Context: an optimization exercise on an open-source flow, tuned for small area. The choices shown serve that exercise and are no tape-out recipe.
Where RTL was checked, it was by simulation tests only, not by an equivalence proof against the original.
Power figures rest on the tool's default switching activity, not on a simulated workload.

Setup of north:
==> flow/design.v <==
`timescale 1ns / 1ps
module top(
    input clock_12MHz,
    input RESET,
    input [8:0] KEY,
    input Mode_Switch,
    output [7:0] LED,
    output [3:0] MOTOR_OUT,
    output [3:0] FND_COM,
    output [7:0] FND_DATA,
    output BUZZER,
    output LCD_RS,
    output LCD_RW,
    output LCD_EN,
    output [7:0] LCD_DATA
);
    wire clk = clock_12MHz;
    reg [7:0] deb;
    reg [8:0] kf;
    reg       p1, p2;
    wire tick = (deb == 8'h9b);
    wire deb_fb = ~(deb[7] ^ deb[5] ^ deb[4] ^ deb[3]) ^ tick;
    always @(posedge clk or posedge RESET) begin
        if (RESET) begin
            deb <= 8'h37; kf <= 9'd0; p1 <= 1'b0; p2 <= 1'b0;
        end else begin
            deb <= {deb[6:0], deb_fb};
            p1  <= tick & |(KEY & ~kf);
            p2  <= p1;
            if (tick) kf <= KEY;
        end
    end
    reg [3:0] kv;
    always @(*) begin
        kv = 4'd0;
        if      (kf[0]) kv = 4'd1;
        else if (kf[1]) kv = 4'd2;
        else if (kf[2]) kv = 4'd3;
        else if (kf[3]) kv = 4'd4;
        else if (kf[4]) kv = 4'd5;
        else if (kf[5]) kv = 4'd6;
        else if (kf[6]) kv = 4'd7;
        else if (kf[7]) kv = 4'd8;
        else if (kf[8]) kv = 4'd9;
    end
    reg [3:0] keyv;
    always @(posedge clk or posedge RESET) begin
        if (RESET) keyv <= 4'd0;
        else if (p2) keyv <= kv;
    end
    reg [15:0] sc;
    reg [1:0]  c4;
    wire sc_ones = &sc[14:0];
    wire sc_wrap = sc_ones & ~sc[15];
    wire sc_fb   = ~(sc[15] ^ sc[14] ^ sc[12] ^ sc[3]) ^ sc_ones;
    wire sc_safe = ((sc & 16'h147f) == 16'h0479);
    always @(posedge clk or posedge RESET) begin
        if (RESET) begin
            sc <= 16'hffff; c4 <= 2'd0;
        end else begin
            sc <= {sc[14:0], sc_fb};
            if (sc_wrap) c4 <= c4 + 2'd1;
        end
    end
    reg [1:0] pc;        
    reg       full;      
    reg [1:0] fail;      
    reg       okc;       
    reg       opn;       
    reg       frz;       
    reg       frzd;      
    reg       om;        
    reg [18:0] q;        
    reg [2:0] lvl;       
    localparam LEFT = 2'd0, WAIT = 2'd1, RIGHT = 2'd2, STOP = 2'd3;
    wire [1:0] mseg = q[18:17];
    wire [6:0] clk7 = q[6:0];
    wire [9:0] step = q[16:7];
    wire [13:0] ta  = q[13:0];
    wire [4:0]  tb  = q[18:14];
    wire keyact = p1 & (fail != 2'd3) & ~frz & ~opn;
    wire kv1 = kf[0];
    wire kv2 = ~kf[0] & kf[1];
    wire kv3 = ~kf[0] & ~kf[1] & kf[2];
    wire kv4 = ~kf[0] & ~kf[1] & ~kf[2] & kf[3];
    reg lvl_hit_f;
    always @(*) begin
        case (lvl)
            3'd0: lvl_hit_f = q[2] & q[3] & q[4] & q[5] & q[7] & q[9] & q[12] & q[15];
            3'd1: lvl_hit_f = q[1] & q[3] & q[4] & q[5] & q[6] & q[8] & q[10] & q[13] & ~q[15];
            3'd2: lvl_hit_f = q[0] & q[1] & q[2] & q[4] & q[5] & q[7] & q[9] & q[12] & q[14] & q[15];
            3'd3: lvl_hit_f = q[0] & q[2] & q[4] & q[5] & q[6] & q[8] & q[10] & q[13] & q[14] & ~q[15];
            3'd4: lvl_hit_f = q[1] & q[4] & q[5] & q[7] & q[9] & q[12] & ~q[15];
            3'd5: lvl_hit_f = q[4] & q[5] & q[6] & q[8] & q[10] & q[13] & q[15];
            3'd6: lvl_hit_f = q[0] & q[2] & q[3] & q[5] & q[7] & q[9] & q[12] & q[14] & ~q[15];
            default: lvl_hit_f = 1'b0;
        endcase
    end
    wire frz_end = q[0] & q[1] & ~q[2] & q[3] & q[5] & q[6] & q[8] & q[10] & q[13] & q[14] & q[15] & q[18];
    reg lvl_hit_o;
    always @(*) begin
        case (lvl)
            3'd0: lvl_hit_o = 1'b1;
            3'd1: lvl_hit_o = q[1] & q[2] & q[3] & q[6] & q[7] & q[8] & q[9] & q[11];
            3'd2: lvl_hit_o = q[0] & q[1] & q[2] & q[4] & q[5] & q[7] & q[8] & q[9] & q[10] & ~q[11];
            3'd3: lvl_hit_o = q[5] & q[7] & q[8] & q[9] & q[13];
            3'd4: lvl_hit_o = q[0] & q[3] & q[7] & q[8] & q[9] & q[10] & q[11];
            default: lvl_hit_o = 1'b0;
        endcase
    end
    wire clkwrap  = clk7[6] & clk7[5] & clk7[2];      
    wire mtick    = clkwrap;
    wire left_end = om && (mseg == LEFT)  && mtick && step[9];
    wire wait_end = om && (mseg == WAIT)  && q[0] & q[1] & q[2] & q[3] & q[4] & q[5] & q[7] & q[9] & q[10] & q[12] & q[13] & q[14];
    wire right_end= om && (mseg == RIGHT) && mtick && step[9];
    wire awrap = ~om & ta[13] & ta[10] & ta[8] & ta[7];    
    wire c7    = om ? clkwrap : (&q[6:0]);
    wire c14   = om ? (c7 & (&q[13:7])) : awrap;
    wire [6:0] lo_n  = (om ? clkwrap : awrap) ? 7'd0 : q[6:0] + 7'd1;
    wire [6:0] mid_n = awrap ? 7'd0 : q[13:7] + {6'd0, c7};
    wire [4:0] hi_n  = q[18:14] + {4'd0, c14};
    always @(posedge clk) begin
        q <= {hi_n, mid_n, lo_n};
        if (keyact && pc == 2'd3 && !(okc && kv4) && fail == 2'd2) begin
            q   <= {5'd31, 14'd9599};
            lvl <= 3'd0;
        end else if (frz) begin
            if (lvl_hit_f) lvl <= lvl + 3'd1;
        end else if (opn && !om) begin
            q   <= 19'd0;
            lvl <= 3'd0;
        end else if (om) begin
            if (mseg == LEFT && lvl_hit_o) lvl <= lvl + 3'd1;
            if (left_end) q[18:7] <= {WAIT, 10'd0};
            if (wait_end) q <= {RIGHT, 17'd0};
            if (right_end) q[18:17] <= STOP;
        end
    end
    always @(posedge clk) begin
        if (keyact) begin
            if (pc == 2'd0) okc <= kv1;
            else if (pc == 2'd1) okc <= okc & kv2;
            else if (pc == 2'd2) okc <= okc & kv3;
        end
    end
    always @(posedge clk or posedge RESET) begin
        if (RESET) begin
            pc <= 2'd0; full <= 1'b0; fail <= 2'd3; opn <= 1'b0; frz <= 1'b0;
            frzd <= 1'b0; om <= 1'b0;
        end else begin
            frzd <= frz;
            if (fail == 2'd3) begin
                if (sc_safe) fail <= 2'd0;
            end
            if (frz) begin
                if (frz_end) begin
                    frz <= 1'b0; fail <= 2'd0; pc <= 2'd0;
                end
            end else if (opn) begin
                if (om && mseg == STOP && clk7[0]) begin
                    opn <= 1'b0; full <= 1'b0; pc <= 2'd0; fail <= 2'd0;
                end
            end else if (keyact) begin
                pc <= pc + 2'd1;
                full <= (pc == 2'd3);
                if (pc == 2'd3) begin
                    if (okc && kv4) begin
                        opn <= 1'b1; fail <= 2'd0;
                    end else if (fail == 2'd2) begin
                        frz <= 1'b1; full <= 1'b0;
                    end else begin
                        fail <= fail + 2'd1;
                    end
                end
            end
            if (!om) begin
                if (opn) om <= 1'b1;
            end else if (mseg == STOP && !opn) om <= 1'b0;
        end
    end
    assign LED[0] = ~frz;
    assign LED[7] = ~frz | (lvl >= 3'd1);
    assign LED[6] = ~frz | (lvl >= 3'd2);
    assign LED[5] = ~frz | (lvl >= 3'd3);
    assign LED[4] = ~frz | (lvl >= 3'd4);
    assign LED[3] = ~frz | (lvl >= 3'd5);
    assign LED[2] = ~frz | (lvl >= 3'd6);
    assign LED[1] = ~frz | (lvl >= 3'd7);
    reg [1:0] ph;
    always @(*) begin
        if (!om) ph = 2'd0;
        else case (mseg)
            LEFT:  ph = step[1:0];
            WAIT:  ph = 2'd1;
            RIGHT: ph = {step[1], ~step[0]};
            default: ph = 2'd0;
        endcase
    end
    assign MOTOR_OUT = {~ph[1], ph[1], ph[1] ^ ph[0], ~(ph[1] ^ ph[0])};
    wire zsel = full | (pc > c4);
    assign FND_COM  = {c4 == 2'd0, c4 == 2'd1, c4 == 2'd2, c4 == 2'd3};
    assign FND_DATA = {{6{~zsel}}, 2'b11};
    reg [6:0] tc;
    reg       bz;
    wire ton_o = om & (lvl >= 3'd1) & (lvl <= 3'd4);
    wire ton_f = frz & (ta < 14'd4800);
    reg  hit;
    always @(*) begin
        if (ton_f) hit = tc[2] & tc[4] & tc[5];                                   
        else case (lvl)
            3'd1: hit = tc[0] & tc[2] & tc[4] & tc[5] & tc[6];                    
            3'd2: hit = tc[0] & tc[2] & tc[3] & tc[4] & tc[6];                    
            3'd3: hit = tc[6] & ((tc[3] & tc[2] & tc[1]) | tc[4]);                
            default: hit = tc[1] & tc[3] & tc[4] & tc[5];                         
        endcase
    end
    always @(posedge clk) begin
        if (!(ton_o | ton_f) || hit) tc <= 7'd0;
        else tc <= tc + 7'd1;
    end
    always @(posedge clk or posedge RESET) begin
        if (RESET) bz <= 1'b1;
        else if (!(ton_o | ton_f)) bz <= 1'b1;
        else if (hit) bz <= ~bz;
    end
    assign BUZZER = bz;
    reg [10:0] dl;
    reg [5:0]  cl;       
    reg        en;
    wire dl_last = dl[0] & dl[1] & ~dl[2] & ~dl[3] & dl[4] & dl[5] & ~dl[6] & ~dl[7] & dl[8] & dl[9];
    wire dl_1    = ~dl[0] & dl[2] & dl[3] & ~dl[4] & ~dl[5] & dl[6] & dl[7] & ~dl[8] & ~dl[9] & dl[10];
    wire dl_200  = ~dl[0] & ~dl[2] & ~dl[3] & ~dl[5] & dl[6] & dl[9] & dl[10];
    wire dl_1800 = dl[0] & ~dl[1] & dl[2] & dl[3] & dl[5] & dl[6] & dl[7] & ~dl[8] & ~dl[9] & dl[10];
    wire dl_fb   = ~(dl[10] ^ dl[8]) ^ dl_last;
    always @(posedge clk or posedge RESET) begin
        if (RESET) begin
            dl <= 11'h667; cl <= 6'd0; en <= 1'b0;
        end else begin
            dl <= {dl[9:0], dl_fb};
            if (dl_1) cl <= (cl == 6'd40) ? 6'd7 : cl + 6'd1;
            en <= dl_200 | (en & ~dl_1800);
        end
    end
    assign LCD_EN = en;
    wire [7:0] kasc = {4'h3, keyv};
    reg [127:0] l1, l2;
    always @(*) begin
        if (frzd) begin
            l1 = "   !! FREEZE !! ";
            l2 = "   TRY LATER    ";
        end else if (om) begin
            l1 = "      OPEN      ";
            l2 = "                ";
        end else begin
            l1 = "ENTER PASSWORD  ";
            l2 = {"KEY VALUE : ", kasc, "   "};
        end
    end
    reg [8:0] sd;
    always @(*) begin
        case (cl)
            6'd0, 6'd1: sd = {1'b0, 8'h38};
            6'd2 : sd = {1'b0, 8'h0e};
            6'd3 : sd = {1'b0, 8'h06};
            6'd4 : sd = {1'b0, 8'h02};
            6'd5 : sd = {1'b0, 8'h01};
            6'd6 : sd = {1'b0, 8'h80};
            6'd23: sd = {1'b0, 8'hc0};
            default: begin
                if (cl >= 6'd7 && cl <= 6'd22)
                    sd = {1'b1, l1[8*(22-cl) +: 8]};
                else if (cl >= 6'd24 && cl <= 6'd39)
                    sd = {1'b1, l2[8*(39-cl) +: 8]};
                else
                    sd = {1'b0, 8'h02};
            end
        endcase
    end
    wire first = dl[0] & (cl == 6'd0);    
    assign LCD_RS   = sd[8] & ~first;
    assign LCD_DATA = sd[7:0] & {8{~first}};
    assign LCD_RW   = 1'b0;
endmodule
clock: 10.0 ns
lec_check: 0
cap_margin: 20
core_margin: 2
core_utilization: 40
slew_margin: 20
standard.sh (not shown) runs the stock make flow with config.mk's settings and CLKGATE_MAP_FILE= SYNTH_SCRIPT=/design/flow/synth_recipe.tcl, a recipe that flattens the netlist after the stock synthesis.
==> flow/flow/run.sh <==
#!/bin/bash
# Standard ORFS flow, with an area-oriented ABC script for the logic mapping
# step, minimum-size port buffers and a clock tree without dummy loads.
set -euo pipefail
HERE=$(pwd)
rm -rf scripts_mod
cp -r "$FLOW_HOME/scripts" scripts_mod
cp flow/abc.script scripts_mod/abc_speed.script
bash standard.sh SCRIPTS_DIR="$HERE/scripts_mod" \
  BUFFER_PORTS_ARGS="-inputs -outputs -buffer_cell sky130_fd_sc_hd__buf_1" \
  CTS_ARGS="-sink_clustering_enable -repair_clock_nets -dont_use_dummy_load -buf_list sky130_fd_sc_hd__clkbuf_8" \
  finish > flow_make.log 2>&1
==> flow/flow/abc.script <==
&get -n
&st
&deepsyn -T 60
&dch
&nf -a
&put
topo
north ran to completion and came out clean on the timing, DRC and antenna checks.
diff inputs: north => west
--- a/flow/design.v
+++ b/flow/design.v
@@ -19,17 +19,16 @@
     reg [8:0] kf;
     reg       p1, p2;
     wire tick = (deb == 8'h9b);
     wire deb_fb = ~(deb[7] ^ deb[5] ^ deb[4] ^ deb[3]) ^ tick;
     always @(posedge clk or posedge RESET) begin
         if (RESET) begin
-            deb <= 8'h37; kf <= 9'd0; p1 <= 1'b0; p2 <= 1'b0;
+            deb <= 8'h37; kf <= 9'd0; p1 <= 1'b0;
         end else begin
             deb <= {deb[6:0], deb_fb};
             p1  <= tick & |(KEY & ~kf);
-            p2  <= p1;
             if (tick) kf <= KEY;
         end
     end
     reg [3:0] kv;
     always @(*) begin
         kv = 4'd0;
@@ -40,12 +39,13 @@
         else if (kf[4]) kv = 4'd5;
         else if (kf[5]) kv = 4'd6;
         else if (kf[6]) kv = 4'd7;
         else if (kf[7]) kv = 4'd8;
         else if (kf[8]) kv = 4'd9;
     end
+    always @(posedge clk) p2 <= p1;
     reg [3:0] keyv;
     always @(posedge clk or posedge RESET) begin
         if (RESET) keyv <= 4'd0;
         else if (p2) keyv <= kv;
     end
     reg [15:0] sc;
@@ -108,13 +108,13 @@
             default: lvl_hit_o = 1'b0;
         endcase
     end
     wire clkwrap  = clk7[6] & clk7[5] & clk7[2];      
     wire mtick    = clkwrap;
     wire left_end = om && (mseg == LEFT)  && mtick && step[9];
-    wire wait_end = om && (mseg == WAIT)  && q[0] & q[1] & q[2] & q[3] & q[4] & q[5] & q[7] & q[9] & q[10] & q[12] & q[13] & q[14];
+    wire wait_end = om && (mseg == WAIT)  && q[0] & q[1] & q[2] & q[3] & q[4] & q[5] & q[8] & q[9] & q[10] & q[12] & q[13] & q[14];   
     wire right_end= om && (mseg == RIGHT) && mtick && step[9];
     wire awrap = ~om & ta[13] & ta[10] & ta[8] & ta[7];    
     wire c7    = om ? clkwrap : (&q[6:0]);
     wire c14   = om ? (c7 & (&q[13:7])) : awrap;
     wire [6:0] lo_n  = (om ? clkwrap : awrap) ? 7'd0 : q[6:0] + 7'd1;
     wire [6:0] mid_n = awrap ? 7'd0 : q[13:7] + {6'd0, c7};
@@ -128,13 +128,13 @@
             if (lvl_hit_f) lvl <= lvl + 3'd1;
         end else if (opn && !om) begin
             q   <= 19'd0;
             lvl <= 3'd0;
         end else if (om) begin
             if (mseg == LEFT && lvl_hit_o) lvl <= lvl + 3'd1;
-            if (left_end) q[18:7] <= {WAIT, 10'd0};
+            if (left_end) q[17] <= 1'b1;      
             if (wait_end) q <= {RIGHT, 17'd0};
             if (right_end) q[18:17] <= STOP;
         end
     end
     always @(posedge clk) begin
         if (keyact) begin
@@ -143,15 +143,14 @@
             else if (pc == 2'd2) okc <= okc & kv3;
         end
     end
     always @(posedge clk or posedge RESET) begin
         if (RESET) begin
             pc <= 2'd0; full <= 1'b0; fail <= 2'd3; opn <= 1'b0; frz <= 1'b0;
-            frzd <= 1'b0; om <= 1'b0;
-        end else begin
-            frzd <= frz;
+            om <= 1'b0;
+        end else begin
             if (fail == 2'd3) begin
                 if (sc_safe) fail <= 2'd0;
             end
             if (frz) begin
                 if (frz_end) begin
                     frz <= 1'b0; fail <= 2'd0; pc <= 2'd0;
@@ -175,12 +174,13 @@
             end
             if (!om) begin
                 if (opn) om <= 1'b1;
             end else if (mseg == STOP && !opn) om <= 1'b0;
         end
     end
+    always @(posedge clk) frzd <= frz;
     assign LED[0] = ~frz;
     assign LED[7] = ~frz | (lvl >= 3'd1);
     assign LED[6] = ~frz | (lvl >= 3'd2);
     assign LED[5] = ~frz | (lvl >= 3'd3);
     assign LED[4] = ~frz | (lvl >= 3'd4);
     assign LED[3] = ~frz | (lvl >= 3'd5);
Results
Between north and west, the die outline width figures differ only marginally. Between west and north, the difference in timing-limited maximum frequency is negligible. [compare] base=north new=west: total design power moved up; number of vias per cell level; post-synthesis xor/xnor area fraction moved down. west vs. north: design area about even; worst voltage drop across the vdd grid lost 11%. Between west and north, wire length of the first global-routing pass is higher for west, north comes in under that. Final critical path time including I/O delays and setup is higher on west. | utilization after layout | west vs north | ≈ equal |.
Only the layout flow was run in north; the RTL was not checked for function there.

## port drivers added, routing unchanged
How much do the figures lean on ideal ports? The routed layouts below were timed once more, with nothing changed but the port constraints. Step 1, drivers: a clkbuf_16 drives clock_12MHz and a buf_2 each remaining input, both assumed. Step 2 adds t to the input delays and takes it off the output delays; t is the mean of the earliest and latest rising clock arrival at the registers after step 1. Input paths then give back, and output paths get back, about the clock's delay inside the block. Slacks: ideal ports / drivers / drivers and shift; pairs: ideal ports / drivers.
run	t (ns)	setup slack, ns	hold WS [ns]
north	0.398	4.099 / 4.061 / 4.458	0.369 / 0.369 / 0.369
west	0.400	4.090 / 4.056 / 4.456	0.355 / 0.355 / 0.355
After both steps setup and hold are still met in every run listed.
